Background: an optimization exercise with open tools, aiming at small area. Do not read the settings as production practice.
In this exercise RTL edits were held to simulation tests only and were not proved equivalent to the original.
In every run shown here, the design's own scripts or RTL, not TritonCTS, make the clock network.
The flow treats the clock pin as an ideal source. Dropping or thinning the clock tree relies on that and would not hold on a real chip.
No activity file was given, so power comes from the tool's default toggle rates.

--- flow/standard.sh ---
#!/bin/bash
# synth_recipe.tcl (not shown) runs the flow's synth.tcl, then flattens the netlist and writes it again
# the make line also repeats each setting of config.mk as NAME=value (left out here)
make -C /OpenROAD-flow-scripts/flow DESIGN_CONFIG=/design/flow/config.mk WORK_HOME=/design/flow/orfs CLKGATE_MAP_FILE= SYNTH_SCRIPT=/design/flow/synth_recipe.tcl "${@:-finish}"
--- flow/design.v ---
module sync_fifo_sp #(
	parameter W_WIDTH = 32,
	parameter R_WIDTH = 8,
	parameter DEPTH   = 24
)(
	input                          clk,
	input                          rst_n,
	input                          wr_en,
	input      [W_WIDTH-1:0]       din,
	input                          rd_en,
	output     [R_WIDTH-1:0]       dout,
	output                         wfull,
	output                         rempty,
	output     [$clog2(DEPTH):0]   fifo_cnt
);
localparam AW = $clog2(DEPTH);
localparam SP = W_WIDTH / R_WIDTH;
localparam KW = $clog2(SP);
localparam NB = DEPTH * SP;           
localparam NG = NB / 3;               
localparam N4 = NG / 4;               
reg [AW-1:0] w_ptr;
reg [AW-1:0] r_ptr;       
reg [KW-1:0] k;           
reg          busy;
reg [AW-1:0] cnt;         
assign fifo_cnt = {1'b0, cnt};
assign wfull  = cnt[AW-1] & cnt[AW-2];
assign rempty = cnt == 0;
wire wacc = wr_en & ~wfull;
wire fin  = busy & (k == SP - 1);
wire racc = rd_en & ~rempty & ~(fin & (cnt == 1));
always @(posedge clk or negedge rst_n) begin
	if (~rst_n) begin
		w_ptr <= 0;
		r_ptr <= 0;
		busy  <= 1'b0;
		k     <= 0;
		cnt   <= 0;
	end else begin
		if (wacc)
			w_ptr <= (w_ptr == DEPTH - 1) ? 0 : w_ptr + 1'b1;
		if (fin)
			r_ptr <= (r_ptr == DEPTH - 1) ? 0 : r_ptr + 1'b1;
		busy <= (busy & ~fin) | racc;
		if (busy)
			k <= k + 1'b1;
		if (wacc & ~fin)
			cnt <= cnt + 1'b1;
		else if (~wacc & fin)
			cnt <= cnt - 1'b1;
	end
end
reg  [W_WIDTH-1:0] mem   [0:DEPTH-1];
wire [W_WIDTH-1:0] mem_d [0:DEPTH-1];
wire [DEPTH-1:0]   rsel_n;
wire [SP-1:0]      ksel_n;
wire [NB-1:0]      bsel;               
wire [R_WIDTH-1:0] rd_byte;
genvar i, b, g;
wire [7:0] wlo, rlo;
wire [2:0] whi, rhi;
generate
for (i = 0; i < 8; i = i + 1) begin : g_lo
	assign wlo[i] = w_ptr[2:0] == i;
	assign rlo[i] = r_ptr[2:0] == i;
end
for (i = 0; i < 3; i = i + 1) begin : g_hi
	assign whi[i] = wacc & (w_ptr[AW-1:3] == i);
	assign rhi[i] = r_ptr[AW-1:3] == i;
end
for (b = 0; b < SP; b = b + 1) begin : g_k
	assign ksel_n[b] = k != b;
end
for (i = 0; i < DEPTH; i = i + 1) begin : g_word
	wire we, wen;
	fifo_nand2 u_wdec (.a(whi[i / 8]), .b(wlo[i % 8]), .y(wen));
	fifo_inv   u_winv (.a(wen), .y(we));
	for (b = 0; b < W_WIDTH; b = b + 1) begin : g_bit
		fifo_ao22 u_hold (.a1(we), .a2(din[b]), .b1(wen), .b2(mem[i][b]), .y(mem_d[i][b]));
	end
	always @(posedge clk)
		mem[i] <= mem_d[i];
	fifo_nand2 u_rdec (.a(rhi[i / 8]), .b(rlo[i % 8]), .y(rsel_n[i]));
	for (b = 0; b < SP; b = b + 1) begin : g_byte
		fifo_nor2 u_sel (.a(rsel_n[i]), .b(ksel_n[b]), .y(bsel[i*SP + b]));
	end
end
for (b = 0; b < R_WIDTH; b = b + 1) begin : g_out
	wire [NG-1:0] t1;
	wire [N4-1:0] t2;
	wire [3:0]    t3;
	for (g = 0; g < NG; g = g + 1) begin : g_aoi
		fifo_aoi222 u_aoi (
			.a1(bsel[3*g]),     .a2(mem[(3*g)   / SP][((3*g)   % SP)*R_WIDTH + b]),
			.b1(bsel[3*g + 1]), .b2(mem[(3*g+1) / SP][((3*g+1) % SP)*R_WIDTH + b]),
			.c1(bsel[3*g + 2]), .c2(mem[(3*g+2) / SP][((3*g+2) % SP)*R_WIDTH + b]),
			.y(t1[g]));
	end
	for (g = 0; g < N4; g = g + 1) begin : g_nand
		fifo_nand4 u_nand (.a(t1[4*g]), .b(t1[4*g+1]), .c(t1[4*g+2]), .d(t1[4*g+3]), .y(t2[g]));
	end
	for (g = 0; g < 4; g = g + 1) begin : g_nor
		fifo_nor2 u_nor (.a(t2[2*g]), .b(t2[2*g+1]), .y(t3[g]));
	end
	fifo_nand4 u_out (.a(t3[0]), .b(t3[1]), .c(t3[2]), .d(t3[3]), .y(rd_byte[b]));
end
endgenerate
assign dout = rd_byte;
endmodule
module fifo_ao22 (input a1, input a2, input b1, input b2, output y);
assign y = (a1 & a2) | (b1 & b2);
endmodule
module fifo_aoi222 (input a1, input a2, input b1, input b2, input c1, input c2, output y);
assign y = ~((a1 & a2) | (b1 & b2) | (c1 & c2));
endmodule
module fifo_nand4 (input a, input b, input c, input d, output y);
assign y = ~(a & b & c & d);
endmodule
module fifo_inv (input a, output y);
assign y = ~a;
endmodule
module fifo_nand2 (input a, input b, output y);
assign y = ~(a & b);
endmodule
module fifo_nor2 (input a, input b, output y);
assign y = ~(a | b);
endmodule
--- flow/flow/cts_tree.tcl ---
# Clock tree built in place of clock_tree_synthesis (sourced as the PRE_CTS hook).
# The flip-flops are split by recursive bisection of their placement into compact
# groups of at most CTS_LEAF_SIZE; each group gets one leaf buffer at its centre.
# The leaf buffers are grouped the same way under mid-level buffers, which a
# single root buffer next to the clock port's load centre drives. Every register
# sees the same number of buffer levels.

proc ctree_env {name default} {
  if {[info exists ::env($name)] && $::env($name) ne ""} { return $::env($name) }
  return $default
}

proc ctree_bisect {items maxn} {
  set n [llength $items]
  if {$n <= $maxn} { return [list $items] }
  set g [expr {($n + $maxn - 1) / $maxn}]
  set g1 [expr {$g / 2}]
  set k [expr {int(round(double($n) * $g1 / $g))}]
  set xs [lmap it $items {lindex $it 0}]
  set ys [lmap it $items {lindex $it 1}]
  set dx [expr {[tcl::mathfunc::max {*}$xs] - [tcl::mathfunc::min {*}$xs]}]
  set dy [expr {[tcl::mathfunc::max {*}$ys] - [tcl::mathfunc::min {*}$ys]}]
  set axis [expr {$dx >= $dy ? 0 : 1}]
  set sorted [lsort -integer -index $axis $items]
  return [concat [ctree_bisect [lrange $sorted 0 [expr {$k - 1}]] $maxn] \
                 [ctree_bisect [lrange $sorted $k end] $maxn]]
}

proc ctree_centre {items} {
  set sx 0; set sy 0
  foreach it $items { set sx [expr {$sx + [lindex $it 0]}]; set sy [expr {$sy + [lindex $it 1]}] }
  set n [llength $items]
  return [list [expr {$sx / $n}] [expr {$sy / $n}]]
}

proc ctree_buffer {block master name x y innet outnet} {
  set inst [odb::dbInst_create $block $master $name]
  set w [$master getWidth]; set h [$master getHeight]
  $inst setLocation [expr {int($x - $w / 2)}] [expr {int($y - $h / 2)}]
  $inst setPlacementStatus PLACED
  [$inst findITerm A] connect $innet
  set out [$inst findITerm X]
  if {$out eq "NULL" || $out eq ""} { set out [$inst findITerm Y] }
  $out connect $outnet
  return $inst
}

proc clock_tree_synthesis {args} {
  set db [ord::get_db]
  set block [ord::get_db_block]
  set leaf_master [$db findMaster [ctree_env CTREE_LEAF_CELL sky130_fd_sc_hd__clkbuf_4]]
  set mid_master  [$db findMaster [ctree_env CTREE_MID_CELL sky130_fd_sc_hd__clkbuf_8]]
  set root_master [$db findMaster [ctree_env CTREE_ROOT_CELL sky130_fd_sc_hd__clkbuf_16]]
  set leaf_size [ctree_env CTREE_LEAF_SIZE 16]
  set mid_size  [ctree_env CTREE_MID_SIZE 8]

  set clknet [$block findNet clk]
  set sinks {}
  foreach it [$clknet getITerms] {
    set inst [$it getInst]
    set box [$inst getBBox]
    lappend sinks [list [expr {([$box xMin] + [$box xMax]) / 2}] \
                        [expr {([$box yMin] + [$box yMax]) / 2}] $it]
  }
  puts "ctree: [llength $sinks] clock sinks"

  # leaves
  set leaves {}
  set i 0
  foreach grp [ctree_bisect $sinks $leaf_size] {
    lassign [ctree_centre $grp] cx cy
    set net [odb::dbNet_create $block "clknet_leaf_$i"]
    $net setSigType CLOCK
    foreach s $grp { set it [lindex $s 2]; $it disconnect; $it connect $net }
    lappend leaves [list $cx $cy $i]
    incr i
  }
  # mid level (none when CTREE_MID_SIZE is 0: the root drives the leaves)
  set rootnet [odb::dbNet_create $block "clknet_root"]
  $rootnet setSigType CLOCK
  if {$mid_size == 0} {
    foreach l $leaves {
      lassign $l lx ly li
      ctree_buffer $block $leaf_master "clkbuf_leaf_$li" $lx $ly $rootnet [$block findNet "clknet_leaf_$li"]
    }
    lassign [ctree_centre $leaves] cx cy
    ctree_buffer $block $root_master "clkbuf_root" $cx $cy $clknet $rootnet
    puts "ctree: [llength $leaves] leaf buffers, 1 root buffer"
    global_connect
    set_propagated_clock [all_clocks]
    return
  }
  set mids {}
  set j 0
  foreach grp [ctree_bisect $leaves $mid_size] {
    lassign [ctree_centre $grp] cx cy
    set net [odb::dbNet_create $block "clknet_mid_$j"]
    $net setSigType CLOCK
    foreach l $grp {
      lassign $l lx ly li
      ctree_buffer $block $leaf_master "clkbuf_leaf_$li" $lx $ly $net [$block findNet "clknet_leaf_$li"]
    }
    ctree_buffer $block $mid_master "clkbuf_mid_$j" $cx $cy $rootnet $net
    lappend mids [list $cx $cy $j]
    incr j
  }
  lassign [ctree_centre $mids] cx cy
  ctree_buffer $block $root_master "clkbuf_root" $cx $cy $clknet $rootnet
  puts "ctree: [llength $leaves] leaf buffers, [llength $mids] mid buffers, 1 root buffer"
  global_connect
  set_propagated_clock [all_clocks]
}
--- flow/constraint.sdc ---
create_clock -name core_clock -period 5.0 [get_ports {clk}]
set_input_delay 1.0000 -clock core_clock [delete_from_list [all_inputs] [get_ports {clk}]]
set_output_delay 1.0000 -clock core_clock [all_outputs]
set_load 0.01 [all_outputs]
--- flow/config.mk ---
export PLATFORM = sky130hd
export DESIGN_NAME = sync_fifo_sp
export DESIGN_NICKNAME = sync_fifo_sp
export VERILOG_FILES = /design/flow/design.v
export SDC_FILE = /design/flow/constraint.sdc
export NUM_CORES = 4
export LEC_CHECK = 0
export CAP_MARGIN = 20
export CORE_MARGIN = 2
export CORE_UTILIZATION = 75
export PLACE_DENSITY = 0.85
export SLEW_MARGIN = 20
export SYNTH_HIERARCHICAL = 1
export SYNTH_MINIMUM_KEEP_SIZE = 0
--- flow/flow/run.sh ---
#!/bin/bash
# The standard layout (bash standard.sh), with two changes:
#  - the clock tree is built by cts_tree.tcl (sourced as the PRE_CTS hook, it
#    replaces clock_tree_synthesis): flip-flops split by recursive bisection
#    into groups of CTREE_LEAF_SIZE, each driven by one inverter, the leaf
#    inverters grouped under mid-level inverters, all under one root buffer;
#  - port buffers of the smallest buffer cell (repair may still resize them).
set -euo pipefail
cd "$(dirname "$0")/.."
export PRE_CTS_TCL="$PWD/flow/cts_tree.tcl"
export CTREE_LEAF_CELL=sky130_fd_sc_hd__inv_8
export CTREE_LEAF_SIZE=20
export CTREE_MID_CELL=sky130_fd_sc_hd__inv_12
export CTREE_MID_SIZE=5
export CTREE_ROOT_CELL=sky130_fd_sc_hd__clkbuf_16
export BUFFER_PORTS_ARGS="-buffer_cell sky130_fd_sc_hd__buf_1"
bash standard.sh > standard.log 2>&1
==> results by group, run 1 <==
Global routing
  – Total GRT Usage: 44.4%
  – Largest net degree at the start of global routing: 34
  – Routing usage on met2: 66.1%
  – First-pass GRT wire length: 132000 µm
  – GRT overflow: 0
  – Busiest grt layer: met2
  – Grt met3 use: 9.05%
  – GR met1 Demand/Resource: 62.5%
  – Initial antenna violation count: 0
  – Vias in the first global route: 21.8k

Critical path
  – WP data required: 4.00 ns
  – Crit end category: primary output
  – Critical path class: flip-flop to primary output
  – Crit-path max FO: 11
  – CP arrival: 3.90 ns
  – Reg2Reg Depth: 6
  – Startpoint Class: flip-flop

Floorplanning
  – Die height: 194 µm
  – Initial Utilization: 76.2%
  – Die Width: 194 µm
  – Core footprint: 35600 µm²
  – Die area: 37700 µm²
  – Top Ports: 52
  – FP Rows: 69

Drt
  – Drt total wl: 87900 µm
  – DR WL/cell: 31.5 µm
  – Detailed Routing Iterations Pass 1: 9
  – Via-to-Cell Ratio: 8.25
  – DRC: 0
  – Total number of vias: 23.0k
  – DR iter-0 viols: 4374
  – Final ANT Viol Nets: 0

Cells and area
  – Synthesis-to-layout area growth: 6.23%
  – Fin nets: 2383
  – Cell area after layout: 28800 µm²
  – Final non-filler cell total: 2786
  – Layout cells sized above 1: 5.42%
  – Antenna fix cells: 0

Synthesis
  – Synthesized flop and latch total: 786
  – Post-synthesis cell area: 27100 µm²
  – Avg Cell Area, Syn: 12.4 µm²
  – Library cells used by synthesis: 33
  – Async set-reset flop share out of synthesis: 2.29%
  – Synth Instances: 2192
  – EDFF count, synth: 0
  – Top_reg_cell synth: dfxtp_1
  – Sequential area share after synthesis: 58.4%
  – Synthesis Warnings: 9
  – Syn_nets: 2248

Placement
  – RD Place Congestion: 0.951
  – Placed Cells: 2737
  – PortBufs: 50
  – DP Area: 28200 µm²
  – Post-DP HPWL: 52600 µm

Timing
  – Final Max Slew Viols: 0
  – Fin crit period: 4.90 ns
  – Worst slew margin: 24.1%
  – Clock skew: 0.0109 ns
  – Final-report hold violation count: 0
  – Peak Freq: 204 MHz
  – Worst slew pin tran: 1.14 ns
  – Final setup TNS: 0 ns
  – RSZ-0062 raised after global routing: no
  – Setup-failing EPs final: 0
  – Crit share post-route: 97.9%

Clock tree
  – Post_cts resized: 0
  – CTS clk-pin slew, worst paths: 0.10 ns
  – Hold buffer count at cts: 0
  – Postcts setup bufs: 0
  – Worst skew pair latency: 0.56 ns

Flow run
  – Max_cap viols: 0

Power
  – PD cells: 627 nW/µm²
  – VDD IR max: 0.000505 V
  – Tot Pwr: 18.0 mW
  – Static leakage: 11.9 nW

Status
  – Status: timing/DRC/antenna clean

Hold path
  – HP Class: input port to async pin
==> per-module statistics from Yosys (local to each module, per instance) <==
module	flip-flops and latches	cell area, µm²
fifo_ao22	0	8.76
fifo_aoi222	0	10.0
fifo_inv	0	3.75
fifo_nand2	0	3.75
fifo_nand4	0	6.26
fifo_nor2	0	3.75
sync_fifo_sp	786	16600
==> cell usage after synthesis (all sizes together) (3+ instances only) <==
cell type    n  area, µm²
a21oi        3       18.8
a222oi     256       2560
a22o       770       6740
and2         7       43.8
dfrtp       18        450
dfxtp      768      15400
ha          20        250
inv         39        146
mux2         4       45.0
nand2       57        214
nand4       76        475
nor2       131        492
nor2b        9       56.3
o21ai        6       30.0
xor2         5       43.8
==> cells by family (layout without fill, tap and decap cells) <==
group	after synthesis	count (layout)	synth area share [%]
compound gates	1039	1039	34.6
simple gates	292	292	5.05
fa+ha+maj	20	20	0.923
flops	786	786	58.4
other cells	1	1	0.0138
mux	5	5	0.203
buf+inv	43	176	0.614
xor+xnor	6	6	0.194
==> sequential cells by signal (all words and copies together), names as in the netlist <==
register	count
mem	768
cnt	5
r_ptr	5
w_ptr	5
k	2
busy	1
==> worst paths after layout <==
path | startpoint | slack (ns) | end
worst min register to register | mem[12][13] | 0.48 | mem[12][13]
min in group core_clock | mem[12][13] | 0.48 | mem[12][13]
worst max register to register | cnt[3] | 1.70 | mem[12][17]
worst max-delay path | k[0] | 0.10 | dout[6]
worst min-delay path | rst_n | 0.40 | cnt[3]
max in group asynchronous | rst_n | 4.26 | busy
==> where the power goes <==
group	total, mW	internal (mW)	switching [mW]
clock network	2.70	0.400	2.30
registers	10.8	9.05	1.73
logic	4.56	2.31	2.25
total	18.0	11.8	6.29
==> metal layers <==
layer	up-vias	routed length [µm]
met4	0	5330
li1	9666	-
met5	-	0
met2	1814	37200
met3	348	12700
met1	11200	32700
==> cell usage in the layout (no fill, tap or decap), drive strengths merged, types with 2 or more instances in the layout <==
| master | Yosys | routed |
|---|---|---|
| or4 | 2 | 2 |
| a22o | 770 | 770 |
| buf | 2 | 56 |
| a21oi | 3 | 3 |
| nor2b | 9 | 9 |
| nand3 | 2 | 2 |
| nand4b | 2 | 2 |
| xor2 | 5 | 5 |
| mux2 | 4 | 4 |
| a31oi | 2 | 2 |
| dfxtp | 768 | 768 |
| nand2 | 57 | 57 |
| o21ai | 6 | 6 |
| a222oi | 256 | 256 |
| nand4 | 76 | 76 |
| dfrtp | 18 | 18 |
| nor2 | 131 | 131 |
| clkbuf | 2 | 33 |
| and2 | 7 | 7 |
| nor3b | 2 | 2 |
| ha | 20 | 20 |
| inv | 39 | 87 |
==> worst max-delay path: stages (launching register included) <==
cell      delay (ns)
dfrtp_1         0.44
ha_1            0.26
inv_1           0.42
buf_4           0.31
nor2_1          0.22
a222oi_1        0.47
nand4_1         0.26
nor2_1          0.52
nand4_1         0.24
buf_1           0.18
==> cell type report <==
class,count,area (µm²)
Multi-Input combinational cell,1363,11100
Timing Repair Buffer,88,527
Inverter,87,727
Fill cell,2223,6770
Sequential cell,786,15800
Buffer,1,25.0
Tap cell,461,577
==> metrics by stage <==
stage                     util [%]  hold WS [ns]  worst slack (ns)
after global routing          81.0         0.423             0.164
after floorplan                  -         0.438              1.66
after detailed placement      79.3         0.452             0.942
after CTS                     81.0         0.389             0.329
final                         81.0         0.400             0.103
after global placement        79.2         0.451              1.02
==> inputs of run 2 (changes only) <==
--- a/flow/design.v
+++ b/flow/design.v
@@ -30,6 +30,10 @@
 wire wacc = wr_en & ~wfull;
 wire fin  = busy & (k == SP - 1);
 wire racc = rd_en & ~rempty & ~(fin & (cnt == 1));
+wire w_lo7 = &w_ptr[2:0];
+wire r_lo7 = &r_ptr[2:0];
+wire [1:0] w_hi_n = (w_ptr[4:3] == 2'd2) ? 2'd0 : w_ptr[4:3] + 1'b1;
+wire [1:0] r_hi_n = (r_ptr[4:3] == 2'd2) ? 2'd0 : r_ptr[4:3] + 1'b1;
 always @(posedge clk or negedge rst_n) begin
 	if (~rst_n) begin
 		w_ptr <= 0;
@@ -38,10 +42,16 @@
 		k     <= 0;
 		cnt   <= 0;
 	end else begin
-		if (wacc)
-			w_ptr <= (w_ptr == DEPTH - 1) ? 0 : w_ptr + 1'b1;
-		if (fin)
-			r_ptr <= (r_ptr == DEPTH - 1) ? 0 : r_ptr + 1'b1;
+		if (wacc) begin
+			w_ptr[2:0] <= w_ptr[2:0] + 1'b1;
+			if (w_lo7)
+				w_ptr[4:3] <= w_hi_n;
+		end
+		if (fin) begin
+			r_ptr[2:0] <= r_ptr[2:0] + 1'b1;
+			if (r_lo7)
+				r_ptr[4:3] <= r_hi_n;
+		end
 		busy <= (busy & ~fin) | racc;
 		if (busy)
 			k <= k + 1'b1;
==> run 2 against run 1 <==
Fmax is 0.79% higher. Cell area decreased by 0.19%. First-iteration DRC count increased by 9.4%. Synthesized cell count fell by 0.55%. Via count is 0.48% higher. Total power fell by 3.3%. Sequential power decreased by 5%. Global-route usage is 0.46 points higher. Hold slack hardly changed. Flip-flop and latch count unchanged. Sequential share of layout area grew 0.10 points. Register-to-register slack improved by 0.09 ns. Largest cell class unchanged.
==> results by group, run 2 <==
Cells and area
  – Layout cells sized above 1: 5.62%
  – Filler Cell Count: 2266
  – Synthesis-to-layout area growth: 6.23%
  – Commonest non-fill, non-tap cells in the layout: a22o_1 (769), dfxtp_1 (768), a222oi_1 (256)
  – Commonest non-fill, non-tap cell in the layout: a22o_1
  – Fin nets: 2373
  – Reg with most FFs: mem
  – Max reg flops: 768

Timing
  – Setup-failing EPs final: 0
  – RSZ-0062 raised after global routing: no
  – Worst slew pin tran: 1.29 ns
  – Final WS setup: 0.142 ns
  – Clock skew: 0.0171 ns
  – Final Max Slew Viols: 0
  – Worst slew margin: 13.9%
  – Peak Freq: 206 MHz
  – Crit share post-route: 97.2%
  – Final setup TNS: 0 ns
  – Hold WS: 0.399 ns
  – Fin crit period: 4.86 ns
  – Final-report hold violation count: 0

Hold path
  – HP Class: input port to async pin

Critical path
  – Startpoint Class: flip-flop
  – Critical path class: flip-flop to primary output
  – CP arrival: 3.86 ns
  – WP data required: 4.00 ns
  – Cell at the slowest stage of the critical path: a222oi_1
  – CP Cell Sequence: ha_1 > inv_1 > buf_4 > nor2_1 > a222oi_1 > nand4_1 > nor2_1 > nand4_1 > buf_1
  – Source of the worst register-to-register timing path: cnt[3]
  – Crit end category: primary output
  – Worst Setup SP: k[0]
  – Crit-path max cell delay: 0.53 ns
  – Crit-path max FO: 12

Synthesis
  – Synthesis Warnings: 9
  – Async set-reset flop share out of synthesis: 2.29%
  – Synthesized flop and latch total: 786
  – Synth Instances: 2180
  – Syn_nets: 2236
  – Mux contribution to synthesized area: 0.245%
  – Sequential area share after synthesis: 58.5%
  – Library cells used by synthesis: 30
  – Top_reg_cell synth: dfxtp_1
  – Count leader, synth: a22o_1
  – Synth Area in Adders: 0.925%
  – EDFF count, synth: 0
  – Post-synthesis cell area: 27100 µm²
  – Leading cell types by count after synthesis: a22o_1 (769), dfxtp_1 (768), a222oi_1 (256)
  – Simple-Gate Fraction of Synth Area: 4.91%
  – Largest family of logic cells by synthesized area: compound AO/OA/AOI/OAI gates
  – Yosys top cell area share: 56.8%
  – Leading area contributor after synthesis: dfxtp_1
  – Avg Cell Area, Syn: 12.4 µm²
  – Top cells by area, synth: dfxtp_1 (57%), a22o_1 (25%), a222oi_1 (9.5%), nor2_1 (1.8%), nand4_1 (1.7%)
  – Post-Synth XOR/XNOR Area: 0.259%
  – Compound-gate portion of the synthesized area: 34.6%

Drt
  – Total number of vias: 23.1k
  – Final ANT Viol Nets: 0
  – Via-to-Cell Ratio: 8.32
  – DR iter-0 viols: 4783
  – Detailed Routing Iterations Pass 1: 9
  – DRC: 0
  – DR WL/cell: 32.0 µm
  – Drt total wl: 89000 µm

Placement
  – Setup slack at placement: 1.04 ns
  – PortBufs: 50
  – RD Place Congestion: 0.933
  – Post-DP HPWL: 52200 µm

Clock tree
  – Worst skew pair latency: 0.57 ns
  – Postcts setup bufs: 0
  – Post_cts resized: 0
  – CTS clk-pin slew, worst paths: 0.10 ns
  – Hold buffer count at cts: 0

Status
  – Status: timing/DRC/antenna clean

Power
  – PD cells: 607 nW/µm²
  – VDD IR max: 0.000474 V
  – Static leakage: 11.9 nW

Global routing
  – Largest net degree at the start of global routing: 34
  – GRT overflow: 0
  – Vias in the first global route: 21.5k
  – Total GRT Usage: 44.8%
  – First-pass GRT wire length: 132000 µm
  – Initial antenna violation count: 2

Floorplanning
  – FP Rows: 69
  – Die height: 194 µm
  – Initial Utilization: 76.1%
  – Core footprint: 35600 µm²
  – Die Width: 194 µm
  – Die area: 37600 µm²
  – Top Ports: 52

Flow run
  – Max_cap viols: 0
## run 2: cell types whose count changed in the layout (fill, tap and decap cells not counted), moves of 2 or more
cell | previous run | this run
nand3_1 | 2 | 0
a31oi_1 | 2 | 0
nand2_1 | 57 | 54
xnor2_1 | 1 | 3
nand4b_1 | 2 | 0
## run 2: final cells by class
cell class	count	area [µm²]	area share [%]
Sequential cell	786	15800	55.1
Antenna cell	1	2.50	0.00871
Timing Repair Buffer	88	514	1.79
Tap cell	461	577	2.01
Multi-Input combinational cell	1353	11100	38.5
Inverter	87	727	2.53
Buffer	1	25.0	0.0871
## run 2: cells by family after synthesis
logic type	after synthesis
AOI/OAI and AO/OA	1034
DFF	786
and+or+nand+nor	284
buffers and inverters	41
adders and majority gates	20
xor gates and xnor gates	8
muxes	6
other	1
## run 2: modules after synthesis, one instance, submodules excluded, excerpt
module        copies in the design  cells inside
fifo_nor2                      128             1
fifo_ao22                      768             1
fifo_nand4                      72             1
sync_fifo_sp                     1           884
fifo_inv                        24             1
fifo_nand2                      48             1
## run 2: layer usage
metal	GRT usage, %	vias to the layer above	share of wire (%)
met5	0	-	0.015
li1	-	9605	-
met2	63.8	1979	41
met1	63.4	11100	36
met4	23.0	2	6.4
met3	11.6	371	16
## run 2: through the flow
stage	utilization, %	power [mW]	cell area (µm²)	cells
2_1_floorplan	-	12.8	27100	2180
3_3_place_gp	79.1	14.3	28100	2727
3_5_place_dp	79.1	14.6	28100	2727
4_1_cts	80.8	17.2	28700	2776
5_1_grt	80.8	18.1	28700	2777
6_report	80.8	17.4	28700	2777
## run 2: critical path: cells and delay by family (launching register included)
kind | cells | cell delay, ns
buffers and inverters | 3 | 0.88
AND/OR/NAND/NOR | 4 | 1.23
AO/OA/AOI/OAI | 1 | 0.53
flip-flops | 1 | 0.43
adder cells (fa/ha/maj) | 1 | 0.21
## run 2: power by group
group          switching [mW]  leakage (nW)  internal (mW)  total, mW
Combinational            2.33          5.02           2.15       4.49
Sequential               1.52          6.57           8.74       10.3
Clock                    2.31         0.313          0.400       2.71
## run 2: final timing paths
| path | depth (start not counted) | slack, ns | end |
|---|---|---|---|
| max reg2reg | 6 | 1.79 | mem[7][17] |
| min in group core_clock | 1 | 0.48 | mem[16][25] |
| max | 9 | 0.14 | dout[5] |
| min reg2reg | 1 | 0.48 | mem[16][25] |
| min | 1 | 0.40 | w_ptr[0] |
| max in group asynchronous | 1 | 4.22 | cnt[0] |
==> inputs of run 3 (changes only) <==
--- a/flow/design.v
+++ b/flow/design.v
@@ -63,24 +63,22 @@
 end
 reg  [W_WIDTH-1:0] mem   [0:DEPTH-1];
 wire [W_WIDTH-1:0] mem_d [0:DEPTH-1];
-wire [DEPTH-1:0]   rsel_n;
-wire [SP-1:0]      ksel_n;
 wire [NB-1:0]      bsel;               
 wire [R_WIDTH-1:0] rd_byte;
 genvar i, b, g;
-wire [7:0] wlo, rlo;
-wire [2:0] whi, rhi;
+wire [7:0]    wlo, rlo_n;
+wire [2:0]    whi;
+wire [3*SP-1:0] rhk_n;
 generate
 for (i = 0; i < 8; i = i + 1) begin : g_lo
 	assign wlo[i] = w_ptr[2:0] == i;
-	assign rlo[i] = r_ptr[2:0] == i;
+	assign rlo_n[i] = r_ptr[2:0] != i;
 end
 for (i = 0; i < 3; i = i + 1) begin : g_hi
 	assign whi[i] = wacc & (w_ptr[AW-1:3] == i);
-	assign rhi[i] = r_ptr[AW-1:3] == i;
-end
-for (b = 0; b < SP; b = b + 1) begin : g_k
-	assign ksel_n[b] = k != b;
+	for (b = 0; b < SP; b = b + 1) begin : g_k
+		assign rhk_n[i*SP + b] = ~((r_ptr[AW-1:3] == i) & (k == b));
+	end
 end
 for (i = 0; i < DEPTH; i = i + 1) begin : g_word
 	wire we, wen;
@@ -91,9 +89,8 @@
 	end
 	always @(posedge clk)
 		mem[i] <= mem_d[i];
-	fifo_nand2 u_rdec (.a(rhi[i / 8]), .b(rlo[i % 8]), .y(rsel_n[i]));
 	for (b = 0; b < SP; b = b + 1) begin : g_byte
-		fifo_nor2 u_sel (.a(rsel_n[i]), .b(ksel_n[b]), .y(bsel[i*SP + b]));
+		fifo_nor2 u_sel (.a(rlo_n[i % 8]), .b(rhk_n[(i / 8)*SP + b]), .y(bsel[i*SP + b]));
 	end
 end
 for (b = 0; b < R_WIDTH; b = b + 1) begin : g_out
==> run 3 against run 2 <==
Global-route usage is 0.79 points lower. Combinational power is 5.3% lower. Die area fell by 0.25%. Critical path depth unchanged. Synthesized cell count shrank 0.60%. Worst setup slack got worse by 0.11 ns. Critical endpoint is now dout[3].
==> results by group, run 3 <==
Synthesis
  – Yosys top cell area share: 57.0%
  – Leading cell types by count after synthesis: a22o_1 (768), dfxtp_1 (768), a222oi_1 (256)
  – Syn_nets: 2223
  – Sequential area share after synthesis: 58.6%
  – Avg Cell Area, Syn: 12.5 µm²
  – Async set-reset flop share out of synthesis: 2.29%
  – Top cells by area, synth: dfxtp_1 (57%), a22o_1 (25%), a222oi_1 (9.5%), nor2_1 (1.8%), nand4_1 (1.7%)
  – Synth Instances: 2167
  – Post-Synth XOR/XNOR Area: 0.260%
  – EDFF count, synth: 0
  – Mux contribution to synthesized area: 0.246%
  – Post-synthesis cell area: 27000 µm²
  – Simple-Gate Fraction of Synth Area: 4.67%
  – Library cells used by synthesis: 30
  – Synth Area in Adders: 0.927%
  – Leading area contributor after synthesis: dfxtp_1
  – Largest family of logic cells by synthesized area: compound AO/OA/AOI/OAI gates
  – Compound-gate portion of the synthesized area: 34.7%
  – Synthesized flop and latch total: 786
  – Synthesis Warnings: 9
  – Top_reg_cell synth: dfxtp_1

Drt
  – Final ANT Viol Nets: 0
  – M1 WL: 32400 µm
  – Via-to-Cell Ratio: 8.25
  – Detailed Routing Iterations Pass 1: 11
  – Met2 WL: 35500 µm
  – Top layer reached by signal wires: met5
  – Met3 routed WL: 13900 µm
  – Drt total wl: 87100 µm
  – DRC: 0
  – DR iter-0 viols: 5233
  – DR WL/cell: 31.7 µm
  – Total number of vias: 22.7k

Timing
  – Clock skew: 0.0146 ns
  – Crit share post-route: 99.4%
  – Fin crit period: 4.97 ns
  – Worst slew pin tran: 1.14 ns
  – Hold WS: 0.416 ns
  – Peak Freq: 201 MHz
  – Final-report hold violation count: 0
  – Final setup TNS: 0 ns
  – Worst slew margin: 24.1%
  – Final Max Slew Viols: 0
  – RSZ-0062 raised after global routing: no
  – Setup-failing EPs final: 0

Critical path
  – WP data required: 4.00 ns
  – Critical path class: flip-flop to primary output
  – Crit-path max cell delay: 0.62 ns
  – Startpoint Class: flip-flop
  – CP top delay family: simple AND/OR/NAND/NOR gates
  – Crit end category: primary output
  – Cell at the slowest stage of the critical path: a222oi_1
  – Buf+Inv Stages, Crit Path: 2
  – CP arrival: 3.97 ns
  – Crit-path max FO: 12
  – CP Cell Sequence: ha_1 > ha_1 > inv_1 > nor2_1 > a222oi_1 > nand4_1 > nor2_1 > nand4_1 > buf_1

Global routing
  – Total GRT Usage: 44.1%
  – Vias in the first global route: 20.9k
  – First-pass GRT wire length: 130000 µm
  – Initial antenna violation count: 1
  – Largest net degree at the start of global routing: 34
  – GRT overflow: 0

Cells and area
  – Fin nets: 2348
  – Commonest non-fill, non-tap cells in the layout: a22o_1 (768), dfxtp_1 (768), a222oi_1 (256)
  – Layout cells sized above 1: 5.11%
  – Reg with most FFs: mem
  – Max reg flops: 768
  – Antenna fix cells: 0
  – Synthesis-to-layout area growth: 5.91%

Floorplanning
  – Core footprint: 35500 µm²
  – Initial Utilization: 76.1%
  – FP Rows: 69
  – Top Ports: 52
  – Die height: 194 µm
  – Die Width: 194 µm
  – Die area: 37500 µm²

Clock tree
  – Worst skew pair latency: 0.56 ns
  – CTS clk-pin slew, worst paths: 0.09 ns
  – Post_cts resized: 0
  – Hold buffer count at cts: 0
  – Postcts setup bufs: 0

Placement
  – PortBufs: 50
  – Post-DP HPWL: 51800 µm
  – RD Place Congestion: 0.942

Power
  – VDD IR max: 0.000490 V
  – Static leakage: 11.8 nW
  – PD cells: 601 nW/µm²

Flow run
  – Max_cap viols: 0

Hold path
  – HP Class: input port to async pin

Status
  – Status: timing/DRC/antenna clean
-- run 3: worst paths after layout --
path | cells after the start | startpoint | slack, ns | endpoint
setup / recovery | 9 | r_ptr[0] | 0.03 | dout[3]
hold / removal | 1 | rst_n | 0.42 | cnt[2]
setup reg to reg | 6 | cnt[3] | 1.90 | mem[3][8]
hold reg to reg | 1 | mem[9][21] | 0.48 | mem[9][21]
max in group asynchronous | 1 | rst_n | 4.20 | r_ptr[1]
min in group core_clock | 1 | mem[9][21] | 0.48 | mem[9][21]
-- run 3: modules after synthesis (local to each module, per instance) --
module	copies in the design	flip-flops and latches
sync_fifo_sp	1	786
fifo_nand4	72	0
fifo_aoi222	256	0
fifo_nand2	24	0
fifo_ao22	768	0
fifo_inv	24	0
fifo_nor2	128	0
-- run 3: cell type report --
class | count | area (µm²)
timing repair buffer | 76 | 424
inverter | 86 | 723
fill | 2169 | 6900
buffer | 1 | 25.0
sequential | 786 | 15800
tap | 461 | 577
multi-input combinational | 1341 | 11000
-- run 3: report_power, final --
group	switching [mW]	internal, mW	total (mW)
combinational	2.18	2.07	4.25
sequential	1.53	8.71	10.2
clock	2.29	0.400	2.69
total	6.00	11.2	17.2
-- run 3: metal layers --
metal | global-route usage [%] | vias to the layer above
met3 | 8.87 | 382
met4 | 21.0 | 2
met1 | 64.9 | 10800
met2 | 62.3 | 1954
met5 | 0 | -
li1 | - | 9549
-- run 3: per-stage QoR --
step	worst slack (ns)	total power, mW	cells	util [%]	area [µm²]
after floorplan	1.67	12.7	2167	-	27000
after CTS	0.215	17.0	2751	80.5	28600
final	0.0303	17.2	2751	80.5	28600
after detailed placement	0.826	14.3	2702	78.8	28000
after global routing	0.0901	17.8	2751	80.5	28600
after global placement	0.903	14.1	2702	78.8	28000
-- run 3: logic make-up (layout without fill, tap and decap cells) --
| group | after synthesis | after routing |
|---|---|---|
| AND/OR/NAND/NOR | 271 | 271 |
| buffers and inverters | 40 | 163 |
| XOR/XNOR | 8 | 8 |
| other | 1 | 1 |
| adder cells (fa/ha/maj) | 20 | 20 |
| flip-flops | 786 | 786 |
| multiplexers | 6 | 6 |
| AO/OA/AOI/OAI | 1035 | 1035 |
==> inputs of run 4 (changes only) <==
--- a/flow/design.v
+++ b/flow/design.v
@@ -72,14 +72,12 @@
 generate
 for (i = 0; i < 8; i = i + 1) begin : g_lo
 	assign wlo[i] = w_ptr[2:0] == i;
-	assign rlo_n[i] = r_ptr[2:0] != i;
 end
 for (i = 0; i < 3; i = i + 1) begin : g_hi
 	assign whi[i] = wacc & (w_ptr[AW-1:3] == i);
-	for (b = 0; b < SP; b = b + 1) begin : g_k
-		assign rhk_n[i*SP + b] = ~((r_ptr[AW-1:3] == i) & (k == b));
-	end
 end
+fifo_dec_lo u_rlo (.a(r_ptr[2:0]), .yn(rlo_n));
+fifo_dec_hk u_rhk (.h(r_ptr[AW-1:3]), .k(k), .yn(rhk_n));
 for (i = 0; i < DEPTH; i = i + 1) begin : g_word
 	wire we, wen;
 	fifo_nand2 u_wdec (.a(whi[i / 8]), .b(wlo[i % 8]), .y(wen));
@@ -115,6 +113,24 @@
 endgenerate
 assign dout = rd_byte;
 endmodule
+module fifo_dec_lo (input [2:0] a, output [7:0] yn);
+genvar i;
+generate
+for (i = 0; i < 8; i = i + 1) begin : g
+	assign yn[i] = a != i;
+end
+endgenerate
+endmodule
+module fifo_dec_hk (input [1:0] h, input [1:0] k, output [11:0] yn);
+genvar i, j;
+generate
+for (i = 0; i < 3; i = i + 1) begin : g_h
+	for (j = 0; j < 4; j = j + 1) begin : g_k
+		assign yn[4*i + j] = ~((h == i) & (k == j));
+	end
+end
+endgenerate
+endmodule
 module fifo_ao22 (input a1, input a2, input b1, input b2, output y);
 assign y = (a1 & a2) | (b1 & b2);
 endmodule
--- a/flow/config.mk
+++ b/flow/config.mk
@@ -9,6 +9,7 @@
 export CORE_MARGIN = 2
 export CORE_UTILIZATION = 75
 export PLACE_DENSITY = 0.85
+export SETUP_SLACK_MARGIN = 0.2
 export SLEW_MARGIN = 20
 export SYNTH_HIERARCHICAL = 1
 export SYNTH_MINIMUM_KEEP_SIZE = 0
==> run 4 against run 3 <==
Core utilization up 0.40 points. Combinational power up 6.6%. Hold slack worse by 0.019 ns. Highest routed layer is now met4. Synthesized cell count down 0.46%. Cell count down 0.15%.
==> results by group, run 4 <==
Status
  – Status: timing/DRC/antenna clean

Synthesis
  – Compound-gate portion of the synthesized area: 34.7%
  – Synth Instances: 2157
  – Top cells by area, synth: dfxtp_1 (57%), a22o_1 (25%), a222oi_1 (9.5%), nor2_1 (1.8%), nand4_1 (1.7%)
  – Largest family of logic cells by synthesized area: compound AO/OA/AOI/OAI gates
  – Post-Synth XOR/XNOR Area: 0.292%
  – Post-synthesis cell area: 27000 µm²
  – Sequential area share after synthesis: 58.6%
  – Simple-Gate Fraction of Synth Area: 5.08%
  – Mux contribution to synthesized area: 0.204%
  – Synth Area in Adders: 0.556%
  – Async set-reset flop share out of synthesis: 2.29%
  – Top_reg_cell synth: dfxtp_1
  – Synthesized flop and latch total: 786
  – Synthesis Warnings: 9
  – Syn_nets: 2205
  – Avg Cell Area, Syn: 12.5 µm²
  – Leading area contributor after synthesis: dfxtp_1
  – Yosys top cell area share: 57.0%
  – Library cells used by synthesis: 39
  – EDFF count, synth: 0
  – Leading cell types by count after synthesis: a22o_1 (768), dfxtp_1 (768), a222oi_1 (256)

Timing
  – Final setup TNS: 0 ns
  – Crit share post-route: 95.7%
  – Peak Freq: 209 MHz
  – Final-report hold violation count: 0
  – Hold WS: 0.397 ns
  – Worst slew pin tran: 1.26 ns
  – Setup-failing EPs final: 0
  – Final Max Slew Viols: 0
  – Fin crit period: 4.78 ns
  – Clock skew: 0.0174 ns
  – RSZ-0062 raised after global routing: yes
  – Worst slew margin: 15.9%

Power
  – Sequential Power Share: 58.7%
  – Switching share of power: 35.7%
  – Internal: 11.3 mW
  – Combinational power share: 25.7%
  – Static leakage: 11.8 nW
  – VDD IR max: 0.000423 V
  – Clock group share of total power: 15.5%
  – PD cells: 613 nW/µm²
  – NetSw: 6.28 mW

Floorplanning
  – Die area: 37500 µm²
  – Die height: 194 µm
  – Initial Utilization: 76.1%
  – Core footprint: 35500 µm²
  – Top Ports: 52
  – FP Rows: 69
  – Die Width: 194 µm

Drt
  – DR WL/cell: 33.6 µm
  – Detailed Routing Iterations Pass 1: 14
  – Final ANT Viol Nets: 0
  – Via-to-Cell Ratio: 8.53
  – DR iter-0 viols: 5088
  – DRC: 0
  – Total number of vias: 23.4k
  – Drt total wl: 92200 µm

Critical path
  – Crit end category: primary output
  – WP data required: 4.00 ns
  – Crit-path max cell delay: 0.87 ns
  – Worst r2r dst: mem[16][21]
  – Startpoint Class: flip-flop
  – Reg2Reg Depth: 6
  – Worst Setup SP: r_ptr[4]
  – Cell at the slowest stage of the critical path: a222oi_1
  – Source of the worst register-to-register timing path: cnt[3]
  – Crit-path max FO: 15
  – Critical path class: flip-flop to primary output
  – Worst R2R Setup Slack: 1.76 ns
  – CP Cell Sequence: nand4bb_2 > nor2_1 > a222oi_1 > nand4_1 > nor2_1 > nand4_1 > buf_1
  – CP arrival: 3.78 ns

Global routing
  – First-pass GRT wire length: 136000 µm
  – Busiest grt layer: met2
  – GRT overflow: 0
  – Grt met3 use: 15.3%
  – Vias in the first global route: 21.7k
  – Largest net degree at the start of global routing: 34
  – GR met1 Demand/Resource: 64.9%
  – Initial antenna violation count: 0
  – Total GRT Usage: 46.7%
  – Routing usage on met2: 64.9%

Flow run
  – Max_cap viols: 0

Clock tree
  – Hold buffer count at cts: 0
  – Worst skew pair latency: 0.57 ns
  – CTS clk-pin slew, worst paths: 0.10 ns

Placement
  – PortBufs: 50
  – Placed Cells: 2689
  – Post-DP HPWL: 53300 µm
  – RD Place Congestion: 0.982

Cells and area
  – Layout cells sized above 1: 6.12%
  – Antenna fix cells: 0
  – Commonest non-fill, non-tap cells in the layout: a22o_1 (768), dfxtp_1 (768), a222oi_1 (256)
  – Reg with most FFs: mem
  – Fin nets: 2336
  – Final non-filler cell total: 2747
  – Max reg flops: 768
  – Synthesis-to-layout area growth: 6.43%

Hold path
  – HP Class: input port to async pin
-- run 4: metal layers --
metal  wire [µm]  vias to the layer above
li1            -                     9560
met3       16100                      448
met2       37100                     2275
met4        6150                        0
met5           0                        -
met1       32800                    11200
-- run 4: area by class of cell --
type	instances	area, µm²
sequential	786	15800
timing repair buffer	86	532
tap	461	577
fill	2213	6760
inverter	79	697
multi-input combinational	1334	11100
buffer	1	25.0
-- run 4: what timing repair did --
item	CTS	global route
setup buffers	0	8
resized for setup	0	14
endpoints found under the setup margin	0	4
-- run 4: logic make-up after synthesis --
logic type               count (synthesis)
multiplexers                             5
other                                    1
flip-flops                             786
AO/OA/AOI/OAI                         1035
XOR/XNOR                                 9
adder cells (fa/ha/maj)                 12
buffers and inverters                   37
AND/OR/NAND/NOR                        272
-- run 4: worst max-delay path: cells and delay by family, from the launching register on --
family          cells  cell delay, ns
simple gates        5            1.48
compound gates      1            0.87
flops               1            0.62
buf+inv             1            0.23
-- run 4: how the worst max path moves through the flow --
stage / slack, ns / cells after the start / endpoint
2_1_floorplan: 1.67 / 5 / mem[16][0]
3_3_place_gp: 0.90 / 7 / dout[7]
3_5_place_dp: 0.84 / 7 / dout[1]
4_1_cts: 0.24 / 7 / dout[1]
5_1_grt: 0.15 / 7 / dout[6]
6_report: 0.22 / 7 / dout[6]
-- run 4: per-module statistics from Yosys (local to each module, per instance), excerpt --
module | flops+latches | times used
fifo_nand4 | 0 | 72
fifo_ao22 | 0 | 768
fifo_nor2 | 0 | 128
fifo_dec_lo | 0 | 1
fifo_aoi222 | 0 | 256
fifo_nand2 | 0 | 24
fifo_inv | 0 | 24
-- run 4: power groups by stage --
| stage | registers (mW) | clock network (mW) | logic [mW] |
|---|---|---|---|
| after floorplan | 9.81 | 0 | 2.99 |
| after global placement | 10.2 | 0 | 4.05 |
| after detailed placement | 10.3 | 0 | 4.25 |
| after CTS | 10.2 | 2.70 | 4.26 |
| after global routing | 10.5 | 2.91 | 4.76 |
| final | 10.3 | 2.73 | 4.53 |
-- run 4: per-stage QoR --
stage / total power [mW] / setup slack [ns] / area (µm²) / util (%)
finish: 17.6 / 0.217 / 28700 / 81.0
global route: 18.2 / 0.155 / 28700 / 81.0
CTS: 17.2 / 0.237 / 28600 / 80.5
detailed placement: 14.5 / 0.837 / 28000 / 78.8
global placement: 14.3 / 0.904 / 28000 / 78.8
floorplan: 12.8 / 1.67 / 27000 / -
==> inputs of run 5 (changes only) <==
--- a/flow/design.v
+++ b/flow/design.v
@@ -122,14 +122,24 @@
 endgenerate
 endmodule
 module fifo_dec_hk (input [1:0] h, input [1:0] k, output [11:0] yn);
+wire [2:0] hs;
+wire [3:0] ks;
+fifo_dec_h u_h (.a(h), .y(hs));
+fifo_dec_k u_k (.a(k), .y(ks));
 genvar i, j;
 generate
 for (i = 0; i < 3; i = i + 1) begin : g_h
 	for (j = 0; j < 4; j = j + 1) begin : g_k
-		assign yn[4*i + j] = ~((h == i) & (k == j));
+		fifo_nand2 u_n (.a(hs[i]), .b(ks[j]), .y(yn[4*i + j]));
 	end
 end
 endgenerate
+endmodule
+module fifo_dec_h (input [1:0] a, output [2:0] y);
+assign y = {a == 2'd2, a == 2'd1, a == 2'd0};
+endmodule
+module fifo_dec_k (input [1:0] a, output [3:0] y);
+assign y = {a == 2'd3, a == 2'd2, a == 2'd1, a == 2'd0};
 endmodule
 module fifo_ao22 (input a1, input a2, input b1, input b2, output y);
 assign y = (a1 & a2) | (b1 & b2);
--- a/flow/config.mk
+++ b/flow/config.mk
@@ -9,7 +9,6 @@
 export CORE_MARGIN = 2
 export CORE_UTILIZATION = 75
 export PLACE_DENSITY = 0.85
-export SETUP_SLACK_MARGIN = 0.2
 export SLEW_MARGIN = 20
 export SYNTH_HIERARCHICAL = 1
 export SYNTH_MINIMUM_KEEP_SIZE = 0
==> run 5 against run 4 <==
Cell count is 0.15% lower. Global-route usage shrank 2.2 points. Largest power group unchanged. Register-to-register slack lost 0.05 ns. Core utilization decreased by 0.57 points. Via count shrank 1.4%. Wire length is 5.0% lower. Clock skew down 0.0045 ns. First-iteration DRC count fell by 15%. Area after synthesis decreased by 0.19%. Highest routed layer unchanged. Worst setup slack better by 0.062 ns. Still clean. Combinational power shrank 6.0%.
==> results by group, run 5 <==
Power
  – Switching share of power: 35.0%
  – Sequential Power Share: 59.6%
  – Combinational power share: 24.6%
  – Static leakage: 11.7 nW
  – Internal: 11.2 mW
  – Clock group share of total power: 15.7%
  – NetSw: 6.05 mW
  – VDD IR max: 0.000480 V
  – PD cells: 606 nW/µm²

Clock tree
  – CTS clk-pin slew, worst paths: 0.10 ns
  – Postcts setup bufs: 0
  – Hold buffer count at cts: 0
  – Post_cts resized: 0
  – Worst skew pair latency: 0.56 ns

Synthesis
  – Synthesized flop and latch total: 786
  – Post-synthesis cell area: 26900 µm²
  – Synthesis Warnings: 9
  – Yosys top cell area share: 57.1%
  – Sequential area share after synthesis: 58.7%
  – Leading cell types by count after synthesis: a22o_1 (768), dfxtp_1 (768), a222oi_1 (256)
  – Top_reg_cell synth: dfxtp_1
  – Top cells by area, synth: dfxtp_1 (57%), a22o_1 (25%), a222oi_1 (9.5%), nor2_1 (1.8%), nand4_1 (1.7%)
  – Synth Instances: 2160
  – Async set-reset flop share out of synthesis: 2.29%
  – Avg Cell Area, Syn: 12.5 µm²
  – EDFF count, synth: 0
  – Leading area contributor after synthesis: dfxtp_1
  – Syn_nets: 2208
  – Library cells used by synthesis: 38

Drt
  – Via-to-Cell Ratio: 8.42
  – Total number of vias: 23.1k
  – Top layer reached by signal wires: met4
  – M1 WL: 31500 µm
  – DR iter-0 viols: 4318
  – Drt total wl: 87600 µm
  – DR WL/cell: 31.9 µm
  – Met2 WL: 37800 µm
  – Met3 routed WL: 12700 µm
  – Detailed Routing Iterations Pass 1: 11
  – DRC: 0
  – Final ANT Viol Nets: 0

Timing
  – Fin crit period: 4.72 ns
  – Final Max Slew Viols: 0
  – Worst slew margin: 24.2%
  – Hold WS: 0.416 ns
  – Crit share post-route: 94.4%
  – Setup-failing EPs final: 0
  – Final WS setup: 0.279 ns
  – Final-report hold violation count: 0
  – Peak Freq: 212 MHz
  – Worst slew pin tran: 1.14 ns
  – Final setup TNS: 0 ns
  – Clock skew: 0.0129 ns
  – RSZ-0062 raised after global routing: no

Hold path
  – HP Class: input port to async pin

Critical path
  – Worst Setup SP: r_ptr[2]
  – Crit end category: primary output
  – CP Cell Sequence: or3b_1 > nor2_1 > a222oi_1 > nand4_1 > nor2_1 > nand4_1 > buf_1
  – WP data required: 4.00 ns
  – Startpoint Class: flip-flop
  – CP arrival: 3.72 ns
  – Crit-path max cell delay: 0.64 ns
  – Crit-path max FO: 12
  – Critical path class: flip-flop to primary output
  – Source of the worst register-to-register timing path: cnt[3]
  – Cell at the slowest stage of the critical path: or3b_1

Global routing
  – Largest net degree at the start of global routing: 34
  – Total GRT Usage: 44.4%
  – First-pass GRT wire length: 131000 µm
  – Vias in the first global route: 21.7k
  – GRT overflow: 0
  – Initial antenna violation count: 1

Cells and area
  – Commonest non-fill, non-tap cells in the layout: a22o_1 (768), dfxtp_1 (768), a222oi_1 (256)
  – Fin nets: 2331
  – Max reg flops: 768
  – Reg with most FFs: mem
  – Layout cells sized above 1: 5.13%
  – Synthesis-to-layout area growth: 5.88%

Floorplanning
  – Core footprint: 35500 µm²
  – Die Width: 194 µm
  – Initial Utilization: 75.9%
  – FP Rows: 69
  – Die height: 194 µm
  – Top Ports: 52
  – Die area: 37500 µm²

Flow run
  – Max_cap viols: 0

Status
  – Status: timing/DRC/antenna clean

Placement
  – Setup slack at placement: 1.05 ns
  – RD Place Congestion: 0.966
  – Post-DP HPWL: 52200 µm
  – PortBufs: 50
-- run 5: cell families (layout without fill, tap and decap cells) --
group / after synthesis / count (layout) / share of synthesized area [%]
AND/OR/NAND/NOR: 279 / 279 / 4.97
AO/OA/AOI/OAI: 1035 / 1035 / 34.7
multiplexers: 5 / 5 / 0.204
buffers and inverters: 33 / 154 / 0.474
flip-flops: 786 / 786 / 58.7
adder cells (fa/ha/maj): 12 / 12 / 0.557
XOR/XNOR: 9 / 9 / 0.293
other: 1 / 2 / 0.0139
-- run 5: modules after synthesis, one instance, submodules excluded, a selection --
| module | cells | area [µm²] |
|---|---|---|
| fifo_nand4 | 1 | 6.26 |
| sync_fifo_sp | 861 | 16400 |
| fifo_ao22 | 1 | 8.76 |
| fifo_dec_k | 4 | 26.3 |
| fifo_dec_lo | 8 | 60.1 |
| fifo_aoi222 | 1 | 10.0 |
| fifo_nor2 | 1 | 3.75 |
| fifo_nand2 | 1 | 3.75 |
| fifo_inv | 1 | 3.75 |
| fifo_dec_h | 3 | 18.8 |
-- run 5: final cells by class --
type / instances / area (µm²)
Antenna cell: 1 / 2.50
Buffer: 1 / 25.0
Fill cell: 2254 / 6960
Inverter: 79 / 697
Multi-Input combinational cell: 1341 / 11000
Sequential cell: 786 / 15800
Tap cell: 461 / 577
Timing Repair Buffer: 74 / 409
-- run 5: final timing paths --
check	to	slack [ns]	cells past startpoint
max reg2reg	mem[16][19]	1.71	6
max	dout[0]	0.28	7
min reg2reg	mem[8][22]	0.48	1
max in group asynchronous	cnt[2]	4.19	1
min	r_ptr[2]	0.42	1
min in group core_clock	mem[8][22]	0.48	1
-- run 5: critical path, delay by kind of cell, from the launching register on --
| family | cells | cell delay, ns |
|---|---|---|
| AO/OA/AOI/OAI | 1 | 0.63 |
| buffers and inverters | 1 | 0.17 |
| flip-flops | 1 | 0.49 |
| AND/OR/NAND/NOR | 5 | 1.86 |
-- run 5: metal layers --
layer	track usage (%)	up-vias
met3	9.08	384
li1	-	9545
met5	0	-
met1	61.4	11200
met4	22.7	0
met2	66.8	1947
-- run 5: stage by stage --
| stage | total power, mW | utilization (%) | instances | instance area, µm² |
|---|---|---|---|---|
| 2_1_floorplan | 12.8 | - | 2160 | 26900 |
| 3_3_place_gp | 14.1 | 78.7 | 2693 | 27900 |
| 3_5_place_dp | 14.4 | 78.7 | 2693 | 27900 |
| 4_1_cts | 17.0 | 80.4 | 2742 | 28500 |
| 5_1_grt | 17.9 | 80.4 | 2743 | 28500 |
| 6_report | 17.3 | 80.4 | 2743 | 28500 |
-- run 5: power by group through the flow --
stage	Clock, mW	Combinational [mW]	Sequential (mW)
after floorplan	0	2.97	9.81
after global placement	0	3.91	10.2
after detailed placement	0	4.12	10.3
after CTS	2.70	4.13	10.2
after global routing	2.91	4.50	10.5
final	2.72	4.26	10.3
==> inputs of run 6 (changes only) <==
--- a/flow/flow/run.sh
+++ b/flow/flow/run.sh
@@ -9,7 +9,7 @@
 cd "$(dirname "$0")/.."
 export PRE_CTS_TCL="$PWD/flow/cts_tree.tcl"
 export CTREE_LEAF_CELL=sky130_fd_sc_hd__inv_8
-export CTREE_LEAF_SIZE=20
+export CTREE_LEAF_SIZE=22
 export CTREE_MID_CELL=sky130_fd_sc_hd__inv_12
 export CTREE_MID_SIZE=5
 export CTREE_ROOT_CELL=sky130_fd_sc_hd__clkbuf_16
==> run 6 against run 5 <==
Clock power down 4%. Core utilization down 0.092 points. Cell area down 0.11%. Critical path depth unchanged. Critical path type unchanged. Worst setup slack worse by 0.027 ns. Clock skew up 0.019 ns. Area after synthesis unchanged. Combinational power about the same. Wire length about the same. Sequential share of layout area up 0.063 points. Synthesized cell count unchanged.
==> results by group, run 6 <==
Status
  – Status: timing/DRC/antenna clean

Placement
  – PortBufs: 50
  – DP Area: 27900 µm²
  – Placed Cells: 2693
  – RD Place Congestion: 0.966
  – Post-DP HPWL: 52200 µm

Critical path
  – CP top delay family: simple AND/OR/NAND/NOR gates
  – CP arrival: 3.75 ns
  – Cell at the slowest stage of the critical path: or3b_1
  – Worst Setup SP: r_ptr[2]
  – CP Cell Sequence: or3b_1 > nor2_1 > a222oi_1 > nand4_1 > nor2_1 > nand4_1 > buf_1
  – Critical path class: flip-flop to primary output
  – Worst R2R Setup Slack: 1.72 ns
  – Crit. path cell count: 7
  – Reg2Reg Depth: 6
  – WP data required: 4.00 ns
  – Worst r2r dst: mem[16][6]
  – Crit end category: primary output
  – Buf+Inv Stages, Crit Path: 1
  – Source of the worst register-to-register timing path: cnt[4]
  – Startpoint Class: flip-flop
  – Crit-path max FO: 12
  – Critical path destination: dout[0]
  – Crit-path max cell delay: 0.66 ns

Timing
  – Setup-failing EPs final: 0
  – Fin crit period: 4.75 ns
  – RSZ-0062 raised after global routing: no
  – Crit share post-route: 95.0%
  – Worst slew margin: 24.5%
  – Final-report hold violation count: 0
  – Peak Freq: 211 MHz
  – Final Max Slew Viols: 0
  – Clock skew: 0.0320 ns
  – Worst slew pin tran: 1.13 ns
  – Final setup TNS: 0 ns

Power
  – Clock group share of total power: 15.2%
  – Sequential Power Share: 60.0%
  – NetSw: 5.99 mW
  – Static leakage: 11.7 nW
  – Combinational power share: 24.8%
  – Internal: 11.2 mW
  – Tot Pwr: 17.2 mW
  – VDD IR max: 0.000480 V
  – PD cells: 604 nW/µm²
  – Switching share of power: 34.8%

Global routing
  – Busiest grt layer: met2
  – First-pass GRT wire length: 131000 µm
  – Vias in the first global route: 21.6k
  – Total GRT Usage: 44.5%
  – Initial antenna violation count: 1
  – Largest net degree at the start of global routing: 34
  – GR met1 Demand/Resource: 61.0%
  – Routing usage on met2: 67.1%
  – GRT overflow: 0
  – Grt met3 use: 10.4%

Cells and area
  – Commonest non-fill, non-tap cells in the layout: a22o_1 (768), dfxtp_1 (768), a222oi_1 (256)
  – Core Util, Final: 80.3%
  – Fin nets: 2328
  – Final non-filler cell total: 2739
  – Layout cells sized above 1: 5.00%
  – Reg with most FFs: mem
  – Filler Cell Count: 2245
  – Max reg flops: 768
  – Cell area after layout: 28500 µm²
  – Synthesis-to-layout area growth: 5.75%
  – Antenna fix cells: 0

Synthesis
  – Synth Instances: 2160
  – Post-synthesis cell area: 26900 µm²
  – Library cells used by synthesis: 38
  – Syn_nets: 2208
  – Synthesized flop and latch total: 786
  – Leading area contributor after synthesis: dfxtp_1
  – Top_reg_cell synth: dfxtp_1
  – Top cells by area, synth: dfxtp_1 (57%), a22o_1 (25%), a222oi_1 (9.5%), nor2_1 (1.8%), nand4_1 (1.7%)
  – Sequential area share after synthesis: 58.7%
  – Yosys top cell area share: 57.1%
  – Synthesis Warnings: 9
  – Avg Cell Area, Syn: 12.5 µm²
  – Async set-reset flop share out of synthesis: 2.29%
  – EDFF count, synth: 0
  – Leading cell types by count after synthesis: a22o_1 (768), dfxtp_1 (768), a222oi_1 (256)

Clock tree
  – Hold buffer count at cts: 0
  – Postcts setup bufs: 0
  – Worst skew pair latency: 0.57 ns
  – CTS clk-pin slew, worst paths: 0.11 ns
  – Post_cts resized: 0

Floorplanning
  – Top Ports: 52
  – Die area: 37500 µm²
  – Core footprint: 35500 µm²
  – Initial Utilization: 75.9%
  – Die height: 194 µm
  – Die Width: 194 µm
  – FP Rows: 69

Drt
  – DR WL/cell: 32.0 µm
  – Drt total wl: 87600 µm
  – Total number of vias: 22.9k
  – DRC: 0
  – Final ANT Viol Nets: 0
  – DR iter-0 viols: 4631
  – Via-to-Cell Ratio: 8.35
  – Detailed Routing Iterations Pass 1: 13

Hold path
  – HP Class: input port to async pin

Flow run
  – Max_cap viols: 0
run 6: changes by cell type in the layout (fill, tap and decap cells not counted):
cell | before | now
inv_8 | 40 | 36
inv_1 | 29 | 30
diode_2 | 1 | 0
clkinv_1 | 1 | 0
buf_8 | 0 | 1
run 6: worst min-delay path by stage:
stage               slack [ns]         from     endpoint  cells past startpoint
CTS                       0.48  mem[16][21]  mem[16][21]                      1
finish                    0.41        rst_n         k[1]                      1
global route              0.43        rst_n         k[1]                      1
detailed placement        0.45  mem[16][21]  mem[16][21]                      1
global placement          0.45  mem[17][12]  mem[17][12]                      1
floorplan                 0.44    mem[0][0]    mem[0][0]                      1
run 6: modules after synthesis, one instance, submodules excluded, a selection:
| module | flip-flops and latches | cell area [µm²] | copies in the design |
|---|---|---|---|
| fifo_aoi222 | 0 | 10.0 | 256 |
| fifo_dec_k | 0 | 26.3 | 1 |
| fifo_inv | 0 | 3.75 | 24 |
| fifo_ao22 | 0 | 8.76 | 768 |
| sync_fifo_sp | 786 | 16400 | 1 |
| fifo_nand4 | 0 | 6.26 | 72 |
| fifo_dec_h | 0 | 18.8 | 1 |
| fifo_nor2 | 0 | 3.75 | 128 |
run 6: cell families after synthesis:
family | after synthesis | synth area share (%)
flops | 786 | 58.7
other cells | 1 | 0.0139
xor+xnor | 9 | 0.293
buf+inv | 33 | 0.474
fa+ha+maj | 12 | 0.557
simple gates | 279 | 4.97
mux | 5 | 0.204
compound gates | 1035 | 34.7
run 6: cell type report:
type | instances | area, µm² | share of cell area [%]
sequential | 786 | 15800 | 55.5
multi-input combinational | 1341 | 11000 | 38.6
inverter | 75 | 652 | 2.29
tap | 461 | 577 | 2.02
timing repair buffer | 75 | 424 | 1.49
buffer | 1 | 25.0 | 0.0878
run 6: through the flow:
stage          hold slack (ns)  setup WS, ns
3_5_place_dp             0.452          1.05
4_1_cts                  0.482         0.432
2_1_floorplan            0.438          1.67
6_report                 0.413         0.252
3_3_place_gp             0.451          1.10
5_1_grt                  0.434         0.246
run 6: power groups by stage:
| stage | Combinational (mW) | Sequential, mW | Clock [mW] |
|---|---|---|---|
| after floorplan | 2.97 | 9.81 | 0 |
| after global placement | 3.91 | 10.2 | 0 |
| after detailed placement | 4.12 | 10.3 | 0 |
| after CTS | 4.14 | 10.2 | 2.60 |
| after global routing | 4.51 | 10.5 | 2.83 |
| final | 4.27 | 10.3 | 2.62 |
run 6: per-layer routing:
metal / wire, µm / part of all wire, % / vias up
met5: 46 / 0.052 / -
met4: 5120 / 5.8 / 4
met3: 13200 / 15 / 362
met2: 37800 / 43 / 1944
met1: 31500 / 36 / 11100
li1: - / - / 9519
run 6: worst register-to-register path, delay by kind of cell, from the launching register on:
kind | cells | cell delay (ns)
buffers and inverters | 2 | 1.14
AND/OR/NAND/NOR | 2 | 0.96
AO/OA/AOI/OAI | 2 | 0.62
flip-flops | 1 | 0.50
==> inputs of run 7 (changes only) <==
--- a/flow/flow/run.sh
+++ b/flow/flow/run.sh
@@ -11,7 +11,7 @@
 export CTREE_LEAF_CELL=sky130_fd_sc_hd__inv_8
 export CTREE_LEAF_SIZE=22
 export CTREE_MID_CELL=sky130_fd_sc_hd__inv_12
-export CTREE_MID_SIZE=5
+export CTREE_MID_SIZE=12
 export CTREE_ROOT_CELL=sky130_fd_sc_hd__clkbuf_16
 export BUFFER_PORTS_ARGS="-buffer_cell sky130_fd_sc_hd__buf_1"
 bash standard.sh > standard.log 2>&1
==> run 7 against run 6 <==
Core utilization down 0.27 points. Critical endpoint unchanged. Clock power is 6% lower. Register-to-register slack barely moved. Sequential power is essentially flat. Die area stayed put.
==> results by group, run 7 <==
Timing
  – Final setup TNS: 0 ns
  – Final Max Slew Viols: 0
  – Final-report hold violation count: 0
  – Peak Freq: 214 MHz
  – Clock skew: 0.0120 ns
  – Worst slew pin tran: 1.12 ns
  – Worst slew margin: 25.1%
  – RSZ-0062 raised after global routing: no

Clock tree
  – Hold buffer count at cts: 0
  – Worst skew pair latency: 0.48 ns

Synthesis
  – Leading cell types by count after synthesis: a22o_1 (768), dfxtp_1 (768), a222oi_1 (256)
  – Top_reg_cell synth: dfxtp_1
  – Compound-gate portion of the synthesized area: 34.7%
  – Simple-Gate Fraction of Synth Area: 4.97%
  – Library cells used by synthesis: 38
  – Largest family of logic cells by synthesized area: compound AO/OA/AOI/OAI gates
  – EDFF count, synth: 0
  – Avg Cell Area, Syn: 12.5 µm²
  – Mux contribution to synthesized area: 0.204%
  – Yosys top cell area share: 57.1%
  – Syn_nets: 2208
  – Async set-reset flop share out of synthesis: 2.29%
  – Post-Synth XOR/XNOR Area: 0.293%
  – Synth Instances: 2160

Drt
  – Total number of vias: 22.9k
  – Drt total wl: 87300 µm
  – DR iter-0 viols: 4414

Cells and area
  – Fin nets: 2322
  – FF/Latch Area: 15800 µm²
  – Filler Cell Count: 2275
  – Reg with most FFs: mem
  – Layout cells sized above 1: 4.75%
  – Commonest non-fill, non-tap cells in the layout: a22o_1 (768), dfxtp_1 (768), a222oi_1 (256)
  – Antenna fix cells: 0
  – Area of the multi-input gates: 11000 µm²
  – Max reg flops: 768

Global routing
  – Largest net degree at the start of global routing: 34
  – First-pass GRT wire length: 131000 µm
  – Initial antenna violation count: 0

Status
  – Status: timing/DRC/antenna clean

Hold path
  – HP Class: flip-flop to flip-flop

Critical path
  – Crit end category: primary output
  – CP arrival: 3.68 ns
  – Crit-path max FO: 12

Placement
  – RD Place Congestion: 0.966
  – Post-DP HPWL: 52200 µm

Floorplanning
  – Die height: 194 µm
  – Top Ports: 52

Power
  – Switching share of power: 34.5%
==> run 7: changes by cell type in the layout (fill, tap and decap cells not counted) <==
cell / delta
buf_8: -1
inv_12: -5
==> run 7: cell families (layout without fill, tap and decap cells) <==
family	after synthesis	count (layout)
AO/OA/AOI/OAI	1035	1035
XOR/XNOR	9	9
adder cells (fa/ha/maj)	12	12
buffers and inverters	33	145
flip-flops	786	786
multiplexers	5	5
other	1	1
AND/OR/NAND/NOR	279	279
==> run 7: worst max-delay path, cell delays in order, from the launching register on <==
cell      delay [ns]
dfrtp_1         0.50
or3b_1          0.67
nor2_1          0.32
a222oi_1        0.62
nand4_1         0.23
nor2_1          0.51
nand4_1         0.17
buf_1           0.17
==> run 7: power groups by stage <==
| stage | Sequential [mW] | Clock, mW | Combinational [mW] |
|---|---|---|---|
| floorplan | 9.81 | 0 | 2.97 |
| global placement | 10.2 | 0 | 3.91 |
| detailed placement | 10.3 | 0 | 4.12 |
| CTS | 10.2 | 2.44 | 4.14 |
| global route | 10.5 | 2.67 | 4.50 |
| finish | 10.3 | 2.46 | 4.26 |
==> run 7: Yosys stat by module, one instance, submodules excluded, a selection <==
| module | copies in the design | cells inside | area (µm²) |
|---|---|---|---|
| fifo_aoi222 | 256 | 1 | 10.0 |
| fifo_dec_lo | 1 | 8 | 60.1 |
| fifo_dec_h | 1 | 3 | 18.8 |
| fifo_dec_k | 1 | 4 | 26.3 |
| fifo_ao22 | 768 | 1 | 8.76 |
| fifo_nor2 | 128 | 1 | 3.75 |
| fifo_inv | 24 | 1 | 3.75 |
| fifo_nand2 | 36 | 1 | 3.75 |
==> run 7: metal layers <==
metal / vias up / GRT usage, % / wire [µm]
met5: - / 0 / 0
met4: 0 / 20.8 / 5230
met3: 376 / 9.88 / 12700
met2: 1856 / 66.8 / 37800
met1: 11100 / 61.1 / 31600
li1: 9508 / - / -
==> run 7: path summary, 6_finish.rpt <==
| check | from | endpoint | slack, ns | depth (start not counted) |
|---|---|---|---|---|
| worst max-delay path | r_ptr[2] | dout[0] | 0.32 | 7 |
| worst min-delay path | mem[21][29] | mem[21][29] | 0.48 | 1 |
| worst max register to register | cnt[3] | mem[19][3] | 1.73 | 6 |
| worst min register to register | mem[21][29] | mem[21][29] | 0.48 | 1 |
| max in group asynchronous | rst_n | cnt[3] | 4.11 | 1 |
| min in group asynchronous | rst_n | r_ptr[2] | 0.50 | 1 |
==> run 7: through the flow <==
step / instances / worst slack (ns) / hold slack [ns] / cell area, µm² / utilization (%)
after global routing: 2733 / 0.347 / 0.492 / 28400 / 80.0
final: 2733 / 0.319 / 0.481 / 28400 / 80.0
after CTS: 2733 / 0.525 / 0.482 / 28400 / 80.0
after detailed placement: 2693 / 1.05 / 0.452 / 27900 / 78.7
after floorplan: 2160 / 1.67 / 0.438 / 26900 / -
after global placement: 2693 / 1.10 / 0.451 / 27900 / 78.7
==> run 7: layout make-up <==
cell class,count,share of cell area [%]
inverter,70,2.01
timing repair buffer,74,1.44
sequential,786,55.7
buffer,1,0.0881
tap,461,2.03
multi-input combinational,1341,38.7

Check on run 7: ideal ports give 0.319 ns setup slack; a clkbuf_16 on the clock port and buf_2 on the inputs give 0.260 ns; moving port delays by the midpoint clock arrival (0.533 ns) as well gives 0.793 ns.
